Background: an optimization exercise with open tools, aiming at small area. Do not read the settings as production practice. Function was checked by simulation only, so behaviour that the tests miss may differ from the original. Power and IR drop assume default switching activity.

==> 06-16: inputs <==
==> flow/design.v <==
module cacheline (
    input clk,
    input reset,
    input os_req,
    input [8-1:0] hitmap,
    input user_req,
    input [32-1:0] addr,
    output reg hit
);
    reg [32-1:0] tags [8-1:0];
    reg [8-1:0] valid;
    reg [8-1:0] metadata;        
    reg [8-1:0] policy_hitmap;   
    reg [3-1:0] victim_way;  
    wire [8-1:0] match;
    genvar g;
    generate
        for (g = 0; g < 8; g = g + 1) begin : cmp
            assign match[g] = valid[g] & policy_hitmap[g] & (tags[g] == addr);
        end
    endgenerate
    wire any_match = |match;
    wire [8-1:0] hit_oh = match & ~(match - 1'b1);
    wire [8-1:0] cand = policy_hitmap & ~metadata;
    wire [8-1:0] vsrc = (|cand) ? cand : policy_hitmap;
    reg [3-1:0] vb;
    integer k;
    always @* begin
        vb = victim_way;
        for (k = 8-1; k >= 0; k = k - 1)
            if (vsrc[k]) vb = k;
    end
    wire lookup = !reset && !os_req && user_req;
    wire miss = lookup && !any_match;
    integer i;
    always @(posedge clk) begin
        for (i = 0; i < 8; i = i + 1)
            if (miss && vb == i) tags[i] <= addr;
    end
    always @(posedge clk) begin
        if (reset) begin
            valid <= 0;
            metadata <= 0;
            policy_hitmap <= 0;
            victim_way <= 0;
            hit <= 1'b0;
        end else if (os_req) begin
            policy_hitmap <= hitmap;
            hit <= 1'b0;
        end else if (user_req) begin
            hit <= any_match;
            if (any_match) begin
                metadata <= metadata | hit_oh;
            end else begin
                victim_way <= vb;
                for (i = 0; i < 8; i = i + 1) begin
                    if (vb == i) valid[i] <= 1'b1;
                    if (policy_hitmap[i]) metadata[i] <= (vb == i);
                end
            end
        end
    end
endmodule
==> flow/flow/run.sh <==
#!/bin/bash
# Standard ORFS layout (the standard.sh) with these changes: ports are
# buffered with buf_2, synthesis buffers are removed at floorplan, and CTS
# builds small clkbuf_8 leaf clusters without dummy loads.
set -euo pipefail
cd "$(dirname "$0")/.."
export BUFFER_PORTS_ARGS="-buffer_cell sky130_fd_sc_hd__buf_2"
export REMOVE_ABC_BUFFERS=1
export CTS_ARGS="-sink_clustering_enable -repair_clock_nets -dont_use_dummy_load -buf_list {sky130_fd_sc_hd__clkbuf_8} -sink_clustering_size 14 -sink_clustering_max_diameter 60"
bash standard.sh finish > standard.log 2>&1
==> flow/standard.sh <==
#!/bin/bash
# synth_recipe.tcl (not shown) runs the flow's synth.tcl, then flattens the netlist and writes it again
# the make line also repeats each setting of config.mk as NAME=value (left out here)
make -C /OpenROAD-flow-scripts/flow DESIGN_CONFIG=/design/flow/config.mk WORK_HOME=/design/flow/orfs CLKGATE_MAP_FILE= SYNTH_SCRIPT=/design/flow/synth_recipe.tcl "${@:-finish}"
==> flow/config.mk <==
export PLATFORM = sky130hd
export DESIGN_NAME = cacheline
export DESIGN_NICKNAME = cacheline
export VERILOG_FILES = /design/flow/design.v
export SDC_FILE = /design/flow/constraint.sdc
export NUM_CORES = 4
export LEC_CHECK = 0
export CAP_MARGIN = 0
export CORE_MARGIN = 2
export CORE_UTILIZATION = 70
export GPL_TIMING_DRIVEN = 0
export SLEW_MARGIN = 0
==> flow/constraint.sdc <==
create_clock -name core_clock -period 5.0 [get_ports {clk}]
set_input_delay 1.0000 -clock core_clock [delete_from_list [all_inputs] [get_ports {clk}]]
set_output_delay 1.0000 -clock core_clock [all_outputs]
set_load 0.01 [all_outputs]
==> inputs of 06-20, as changes to 06-16 <==
==> flow/run.sh (new file) <==
#!/bin/bash
# synth_recipe.tcl (not shown) runs the flow's synth.tcl, then flattens the netlist and writes it again
# the make line also repeats each setting of config.mk as NAME=value (left out here)
make -C /OpenROAD-flow-scripts/flow DESIGN_CONFIG=/design/flow/config.mk WORK_HOME=/design/flow/orfs CLKGATE_MAP_FILE= SYNTH_SCRIPT=/design/flow/synth_recipe.tcl finish
- CAP_MARGIN: 0 -> 20
- CORE_UTILIZATION: 70 -> 40
- GPL_TIMING_DRIVEN: 0 -> default
- SLEW_MARGIN: 0 -> 20
removed: flow/flow/run.sh
removed: flow/standard.sh
==> notes <==
- In 06-16 the fmax is larger than in 06-20, by about 0.43%.
- Clock skew: 06-16 is higher than 06-20 (5.6 ps).
- Between 06-20 and 06-16, the lower sequential share of layout area is in 06-20 (gap 7.8 points).
- Against 06-20, the routed wire length of 06-16 is smaller by 10%.
- In sequential cell count, 06-20 and 06-16 do not differ.
- Of 06-16 and 06-20, 06-20 has the higher combinational power (gap 19%, measured against 06-20).
- Setup slack: 06-20 is lower than 06-16 (18 ps).
- Via count: 06-20 is larger than 06-16 (0.78%).

==> inputs of job 9220 <==
cacheline, a different RTL version from the one above (not shown whole).
==> module cacheline, before the edit <==
module cacheline (
    input clk,
    input reset,
    input os_req,
    input [8-1:0] hitmap,
    input user_req,
    input [32-1:0] addr,
    output reg hit
);
    reg [32-1:0] tags [8-1:0];
    reg [8-1:0] valid;
    reg [8-1:0] metadata;        
    reg [8-1:0] policy_hitmap;   
    reg [3-1:0] victim_way;  
    wire [32-1:0] naddr = ~addr;
    wire [8-1:0] tag_eq;
    genvar g;
    generate
        for (g = 0; g < 8; g = g + 1) begin : cmp
            cl_tag_eq u_eq (.tag(tags[g]), .naddr(naddr), .eq(tag_eq[g]));
        end
    endgenerate
    wire [8-1:0] match = valid & policy_hitmap & tag_eq;
    wire any_match = |match;
    wire [8-1:0] hit_oh = match & ~(match - 1'b1);
    wire [8-1:0] cand = policy_hitmap & ~metadata;
    wire [8-1:0] vsrc = (|cand) ? cand : policy_hitmap;
    wire [8-1:0] vfirst = vsrc & ~(vsrc - 1'b1);
    wire [3-1:0] venc = {|vfirst[7:4], |{vfirst[7:6], vfirst[3:2]},
                                       |{vfirst[7], vfirst[5], vfirst[3], vfirst[1]}};
    wire [3-1:0] vb = (|policy_hitmap) ? venc : victim_way;
    wire lookup = !reset && !os_req && user_req;
    wire miss = lookup && !any_match;
    integer i;
    always @(posedge clk) begin
        for (i = 0; i < 8; i = i + 1)
            if (miss && vb == i) tags[i] <= addr;
    end
    always @(posedge clk) begin
        if (reset) begin
            valid <= 0;
            metadata <= 0;
            policy_hitmap <= 0;
            victim_way <= 0;
            hit <= 1'b0;
        end else if (os_req) begin
            policy_hitmap <= hitmap;
            hit <= 1'b0;
        end else if (user_req) begin
            hit <= any_match;
            if (any_match) begin
                metadata <= metadata | hit_oh;
            end else begin
                victim_way <= vb;
                for (i = 0; i < 8; i = i + 1) begin
                    if (vb == i) valid[i] <= 1'b1;
                    if (policy_hitmap[i]) metadata[i] <= (vb == i);
                end
            end
        end
    end
endmodule
clock: 5.0 ns
lec_check: 0
cap_margin: 0
core_margin: 2
core_utilization: 70
gpl_timing_driven: 0
slew_margin: 0
synth_hierarchical: 1
synth_minimum_keep_size: 0
standard.sh (not shown) runs the stock make flow with config.mk's settings and CLKGATE_MAP_FILE= SYNTH_SCRIPT=/design/flow/synth_recipe.tcl, a recipe that flattens the netlist after the stock synthesis.
==> flow/flow/run.sh <==
#!/bin/bash
# The standard layout (standard.sh) with these changes:
#  - after floorplan, every combinational cell starts at its smallest size
#    (downsize.tcl); the resizer's repair steps upsize what needs it
#  - ports are buffered with buf_2, synthesis buffers are removed at floorplan
#  - CTS builds small clkbuf_8 leaf clusters without dummy loads
# Each ORFS step writes its full log under orfs/logs; make's output goes to
# standard.log.
set -euo pipefail
cd "$(dirname "$0")/.."
F=$(pwd)/flow
export POST_FLOORPLAN_TCL=$F/downsize.tcl
export BUFFER_PORTS_ARGS="-buffer_cell sky130_fd_sc_hd__buf_2"
export REMOVE_ABC_BUFFERS=1
export CTS_ARGS="-sink_clustering_enable -repair_clock_nets -dont_use_dummy_load -buf_list {sky130_fd_sc_hd__clkbuf_8} -sink_clustering_size 14 -sink_clustering_max_diameter 60"
bash standard.sh finish > standard.log 2>&1
==> flow/flow/downsize.tcl <==
# Swap every combinational cell for the smallest cell of the same function
# (drive strength _1, or _0 where that is the smallest); the resizer's later
# repair steps upsize what timing, slew or capacitance needs.
set n 0
foreach inst [[ord::get_db_block] getInsts] {
  set m [[$inst getMaster] getName]
  if {![regexp {^(sky130_fd_sc_hd__([a-z0-9]+))_(\d+)$} $m -> base func sz]} { continue }
  if {[regexp {^(df|edf|sdf|dl|clk|tap|fill|decap|conb|diode)} $func]} { continue }
  foreach s {0 1} {
    if {"${base}_$s" eq $m} { break }
    set lc [get_lib_cells -quiet */${base}_$s]
    if {[llength $lc] && ![get_property $lc dont_use]} {
      replace_cell [$inst getName] ${base}_$s
      incr n
      break
    }
  }
}
puts "downsize: $n cells swapped"
==> job 7607 (differences from job 9220) <==
--- a/flow/design.v
+++ b/flow/design.v
@@ -21,7 +21,17 @@
         end
     endgenerate
     wire [8-1:0] match = valid & policy_hitmap & tag_eq;
-    wire any_match = |match;
+    wire [8-1:0] vp = valid & policy_hitmap;
+    wire [8-1:0] nmatch;
+    wire no_match_lo, no_match_hi;
+    generate
+        for (g = 0; g < 8; g = g + 1) begin : nm
+            cl_nand2 u_n (.a(tag_eq[g]), .b(vp[g]), .y(nmatch[g]));
+        end
+    endgenerate
+    cl_and4 u_lo (.a(nmatch[0]), .b(nmatch[1]), .c(nmatch[2]), .d(nmatch[3]), .y(no_match_lo));
+    cl_and4 u_hi (.a(nmatch[4]), .b(nmatch[5]), .c(nmatch[6]), .d(nmatch[7]), .y(no_match_hi));
+    wire any_match = !(no_match_lo && no_match_hi);
     wire [8-1:0] hit_oh = match & ~(match - 1'b1);
     wire [8-1:0] cand = policy_hitmap & ~metadata;
     wire [8-1:0] vsrc = (|cand) ? cand : policy_hitmap;
@@ -31,10 +41,24 @@
     wire [3-1:0] vb = (|policy_hitmap) ? venc : victim_way;
     wire lookup = !reset && !os_req && user_req;
     wire miss = lookup && !any_match;
+    wire [8-1:0] we, nwe;
+    wire [32-1:0] tag_next [8-1:0];
+    genvar j;
+    generate
+        for (g = 0; g < 8; g = g + 1) begin : wr
+            wire sel = lookup && vb == g;
+            cl_and3  u_w (.a(sel), .b(no_match_lo), .c(no_match_hi), .y(we[g]));
+            cl_nand3 u_n (.a(sel), .b(no_match_lo), .c(no_match_hi), .y(nwe[g]));
+            for (j = 0; j < 32; j = j + 1) begin : bt
+                cl_hold u_h (.we(we[g]), .nwe(nwe[g]), .d(addr[j]), .q(tags[g][j]),
+                             .y(tag_next[g][j]));
+            end
+        end
+    endgenerate
     integer i;
     always @(posedge clk) begin
         for (i = 0; i < 8; i = i + 1)
-            if (miss && vb == i) tags[i] <= addr;
+            tags[i] <= tag_next[i];
     end
     always @(posedge clk) begin
         if (reset) begin
@@ -85,6 +109,21 @@
     endgenerate
     cl_nor4 u_r (.a(quad_ne[0]), .b(quad_ne[1]), .c(quad_ne[2]), .d(quad_ne[3]), .y(eq));
 endmodule
+module cl_nand2 (input a, input b, output y);
+    assign y = ~(a & b);
+endmodule
+module cl_and3 (input a, input b, input c, output y);
+    assign y = a & b & c;
+endmodule
+module cl_nand3 (input a, input b, input c, output y);
+    assign y = ~(a & b & c);
+endmodule
+module cl_hold (input we, input nwe, input d, input q, output y);
+    assign y = (we | q) & (nwe | d);
+endmodule
+module cl_and4 (input a, input b, input c, input d, output y);
+    assign y = a & b & c & d;
+endmodule
 module cl_oai22 (input a0, input b0, input a1, input b1, output y);
     assign y = ~((a0 | b0) & (a1 | b1));
 endmodule
--- a/flow/flow/run.sh
+++ b/flow/flow/run.sh
@@ -10,7 +10,7 @@
 cd "$(dirname "$0")/.."
 F=$(pwd)/flow
 export POST_FLOORPLAN_TCL=$F/downsize.tcl
-export BUFFER_PORTS_ARGS="-buffer_cell sky130_fd_sc_hd__buf_2"
+export BUFFER_PORTS_ARGS="-buffer_cell sky130_fd_sc_hd__buf_1"
 export REMOVE_ABC_BUFFERS=1
-export CTS_ARGS="-sink_clustering_enable -repair_clock_nets -dont_use_dummy_load -buf_list {sky130_fd_sc_hd__clkbuf_8} -sink_clustering_size 14 -sink_clustering_max_diameter 60"
+export CTS_ARGS="-sink_clustering_enable -repair_clock_nets -dont_use_dummy_load -buf_list {sky130_fd_sc_hd__clkbuf_8} -sink_clustering_size 18 -sink_clustering_max_diameter 70"
 bash standard.sh finish > standard.log 2>&1
Settings changed: CORE_UTILIZATION 70 to 75, PLACE_DENSITY set to 0.8.
==> run summary <==
item	job 7607	job 9220
Outcome	no timing/DRC/antenna violations	no timing/DRC/antenna violations
Routability congestion estimate from global placement	0.893	0.885
Critical path arrival	5050 ps	5040 ps
Clock network fraction of total power	14.8%	27.1%
Met3 Wirelength	2900 um	2030 um
Utilization after layout	75.3%	72.8%
Area enclosed by the die boundary	17500 um^2	18900 um^2
Comb power frac	27.4%	7.9%
Proportion of cell area occupied by multi-input gates	45.8%	25.0%
Detail-routed via count per cell	7.77	7.42
Aggregate global-route resource usage	34.7%	28.6%
Simple-gate portion of the synthesized area	7.32%	5.68%
Total power	6.89 mW	4.08 mW
Number of antenna repair diodes	0	1
Critical path buffers and inverters	2	3
Clk pwr	1.02 mW	1.11 mW
Number of flops mapped to enable cells by yosys	0	256
Critical R2R Launch	policy_hitmap[6]$_SDFFE_PP0P_	policy_hitmap[7]$_SDFFE_PP0P_
Area of the multi-input gates	5520 um^2	3150 um^2
Setup slack, reg-to-reg	570 ps	620 ps
Sequential Power	3.98 mW	2.65 mW
Clk slew on worst S/H paths	100 ps	80 ps

-- re-timing with driven ports --
Ports are ideal in the flow. The routed layouts listed here were re-timed in OpenROAD.
Step 1 assumes that a clkbuf_16 drives the clock port and a buf_2 every other input.
Step 2 also shifts input and output timing later by t, the mid clock arrival at the registers, as if the neighbouring blocks saw the same clock.
Slacks: no drivers / after step 1 / after step 2; pairs: no drivers / after step 1.
| run | shift t [ns] | setup slack, ns | clock arrival spread, ns |
|---|---|---|---|
| 06-16 | 0.573 | 0.786 / 0.805 / 0.232 | 0.054 / 0.054 |
| 06-20 | 0.611 | 0.768 / 0.794 / 0.183 | 0.049 / 0.049 |
| job 9220 | 0.578 | 0.247 / 0.263 / -0.315 | 0.051 / 0.051 |
| job 7607 | 0.573 | 0.403 / 0.423 / -0.150 | 0.045 / 0.044 |
With both steps, setup timing fails in job 9220 and job 7607, where it was met with ideal ports. For 06-20, which loses most, drivers alone change the setup slack by +0.026 ns; drivers and shift together by -0.585 ns.
